Context: an optimization exercise on an open-source flow, tuned for small area. The choices shown serve that exercise and are no tape-out recipe.
Only simulation tests tie the RTL to the original design; equivalence was not proved.
Power and IR drop assume default switching activity.

Design SingleCycleCPU, start of the top module:
module SingleCycleCPU (
    input   wire        clk,
    input   wire        start,
    output  wire [31:0] pc,
    input   wire [31:0] inst,
    output  wire        wb_we,
    output  wire [4:0]  wb_rd,
    output  wire [31:0] wb_data,
    output  wire [7:0]  segments,
    output  wire [3:0]  an
);
For scale: ~2200 flip-flops, about 0.086 mm2 of cells after synthesis.
Settings: LEC_CHECK=0, CAP_MARGIN=20, CORE_MARGIN=2, CORE_UTILIZATION=45, PLACE_DENSITY=0.65, SLEW_MARGIN=20, SYNTH_HIERARCHICAL=1; clock period 25.0 ns.
standard.sh (not shown) runs the stock make flow with config.mk's settings and CLKGATE_MAP_FILE= SYNTH_SCRIPT=/design/flow/synth_recipe.tcl, a recipe that flattens the netlist after the stock synthesis.
==> flow/flow/run.sh <==
#!/bin/bash
# The standard layout (standard.sh: ORFS synthesis to finish) with these
# changes to how it is built:
#  - ports are buffered with sky130_fd_sc_hd__buf_1 instead of the default
#    buffer cell chosen by buffer_ports;
#  - clock tree synthesis uses clkbuf_16 leaves over larger sink clusters and
#    inserts no dummy loads;
#  - extra antenna repair after global routing (30% ratio margin) and after
#    detailed routing if violations remain (flow/post_grt.tcl, post_drt.tcl).
# Everything else (synthesis, floorplan, power grid, taps, placement,
# routing) is the standard flow. Full output goes to standard.log.
set -euo pipefail
HERE=$(cd "$(dirname "$0")" && pwd)
export BUFFER_PORTS_ARGS="-buffer_cell sky130_fd_sc_hd__buf_1"
export CTS_ARGS="-sink_clustering_enable -repair_clock_nets -dont_use_dummy_load -sink_clustering_size 30 -sink_clustering_max_diameter 80 -buf_list sky130_fd_sc_hd__clkbuf_16"
export POST_GLOBAL_ROUTE_TCL="$HERE/post_grt.tcl"
export POST_DETAIL_ROUTE_TCL="$HERE/post_drt.tcl"
bash standard.sh finish > standard.log 2>&1
==> flow/flow/post_drt.tcl <==
# After detailed routing and the standard antenna loop: if violations remain,
# repair with a ratio margin and route again, a few times at most.
set extra_tries 0
while { [check_antennas] > 0 && $extra_tries < 3 } {
  repair_antennas -ratio_margin 30 -allow_congestion
  detailed_route {*}$::all_args
  incr extra_tries
}
==> flow/flow/post_grt.tcl <==
# After global routing: repair antennas once more with a 30% ratio margin, so
# that nets close to the limit are fixed (jumpers/diodes) before detailed
# routing, and rewrite the route guides the detailed router reads.
repair_antennas -iterations 5 -ratio_margin 30
check_placement -verbose
write_guides $::env(RESULTS_DIR)/route.guide
Rerun with:
--- a/flow/flow/run.sh
+++ b/flow/flow/run.sh
@@ -14,3 +14,3 @@
 export BUFFER_PORTS_ARGS="-buffer_cell sky130_fd_sc_hd__buf_1"
-export CTS_ARGS="-sink_clustering_enable -repair_clock_nets -dont_use_dummy_load -sink_clustering_size 30 -sink_clustering_max_diameter 80 -buf_list sky130_fd_sc_hd__clkbuf_16"
+export CTS_ARGS="-sink_clustering_enable -repair_clock_nets -dont_use_dummy_load -sink_clustering_size 30 -sink_clustering_max_diameter 60 -buf_list sky130_fd_sc_hd__clkbuf_16"
 export POST_GLOBAL_ROUTE_TCL="$HERE/post_grt.tcl"
Outcome: Power grows by about 3.4%; wire length is about the same; setup slack is better by 0.064 ns.

========
run a:
Another version of the RTL of SingleCycleCPU (not shown whole).
Size in the first run: about 5200 cells after synthesis, roughly 2200 flip-flops.
export LEC_CHECK = 0
export CAP_MARGIN = 20
export CORE_MARGIN = 2
export CORE_UTILIZATION = 45
export PLACE_DENSITY = 0.65
export SLEW_MARGIN = 20
export SYNTH_HIERARCHICAL = 1
create_clock -name core_clock -period 25.0 [get_ports {clk}]
==> flow/flow/run.sh <==
#!/bin/bash
# The standard layout (standard.sh: ORFS synthesis to finish) with these
# changes to how it is built:
#  - ports are buffered with sky130_fd_sc_hd__buf_1 instead of the default
#    buffer cell chosen by buffer_ports;
#  - clock tree synthesis uses clkbuf_16 leaves over larger sink clusters and
#    inserts no dummy loads;
#  - extra antenna repair after global routing (30% ratio margin) and after
#    detailed routing if violations remain (flow/post_grt.tcl, post_drt.tcl).
# Everything else (synthesis, floorplan, power grid, taps, placement,
# routing) is the standard flow. Full output goes to standard.log.
set -euo pipefail
HERE=$(cd "$(dirname "$0")" && pwd)
export BUFFER_PORTS_ARGS="-buffer_cell sky130_fd_sc_hd__buf_1"
export CTS_ARGS="-sink_clustering_enable -repair_clock_nets -dont_use_dummy_load -sink_clustering_size 30 -sink_clustering_max_diameter 60 -buf_list sky130_fd_sc_hd__clkbuf_16"
export POST_GLOBAL_ROUTE_TCL="$HERE/post_grt.tcl"
export POST_DETAIL_ROUTE_TCL="$HERE/post_drt.tcl"
bash standard.sh finish > standard.log 2>&1
Scripts as last shown in full above: flow/flow/post_drt.tcl, flow/flow/post_grt.tcl
Edits applied to the flow inputs when going from run a to run b:
diff --git a/flow/flow/run.sh b/flow/flow/run.sh
--- a/flow/flow/run.sh
+++ b/flow/flow/run.sh
@@ -2 +2 @@
-# The standard layout (standard.sh: ORFS synthesis to finish) with these
+# The standard layout (standard.sh: ORFS synthesis to finish) with two
@@ -7,3 +7 @@
-#    inserts no dummy loads;
-#  - extra antenna repair after global routing (30% ratio margin) and after
-#    detailed routing if violations remain (flow/post_grt.tcl, post_drt.tcl).
+#    inserts no dummy loads.
@@ -13 +10,0 @@
-HERE=$(cd "$(dirname "$0")" && pwd)
@@ -16,2 +12,0 @@
-export POST_GLOBAL_ROUTE_TCL="$HERE/post_grt.tcl"
-export POST_DETAIL_ROUTE_TCL="$HERE/post_drt.tcl"
removed: flow/flow/post_drt.tcl
removed: flow/flow/post_grt.tcl
==> comparison <==
Buffer share of cell area delta (run b -> run a): insignificant. Run a and run b ended up with roughly the same power after layout. Share of the clock period used by the worst path after layout essentially unchanged between run a and run b. There was hardly any difference in power per cell area between run b and run a. Transition time of the tightest slew-check pin: run b lower than run a. The setup slack of run b is smaller than that of run a. For via count, run a and run b come out practically identical. | layout overhead on the synthesized area | run b vs run a | ≈ equal |. | worst hold slack | run b vs run a | ≈ equal |.

-- port drivers added, routing unchanged --
Ports are ideal in the flow. The routed layouts listed here were re-timed in OpenROAD. Step 1 sets driving cells, clkbuf_16 on the clock port and buf_2 on the other inputs (assumed; they add their load-dependent delay and slew). Step 2 times the ports against the registers' clock, not the clock port: input delays grow and output delays shrink by t, the midpoint of the rising clock arrivals with the driver on. Slacks: no drivers / after step 1 / after step 2; pairs: no drivers / after step 1.
run	shift t [ns]	slack for setup (ns)	worst setup path at the end	latest minus earliest clock arrival (ns)
the first run of note 1	0.875	1.553 / 1.495 / 1.495	input to output	0.110 / 0.110
the second run of note 1	0.913	1.617 / 1.508 / 1.508	input to output	0.110 / 0.110
run a	0.889	1.908 / 1.793 / 1.793	input to output	0.097 / 0.097
run b	0.889	1.878 / 1.771 / 1.771	input to output	0.099 / 0.099
After both steps setup and hold are still met in every run listed. The setup slack of run a, which loses most, moves by -0.115 ns with the drivers and by -0.115 ns with both steps.
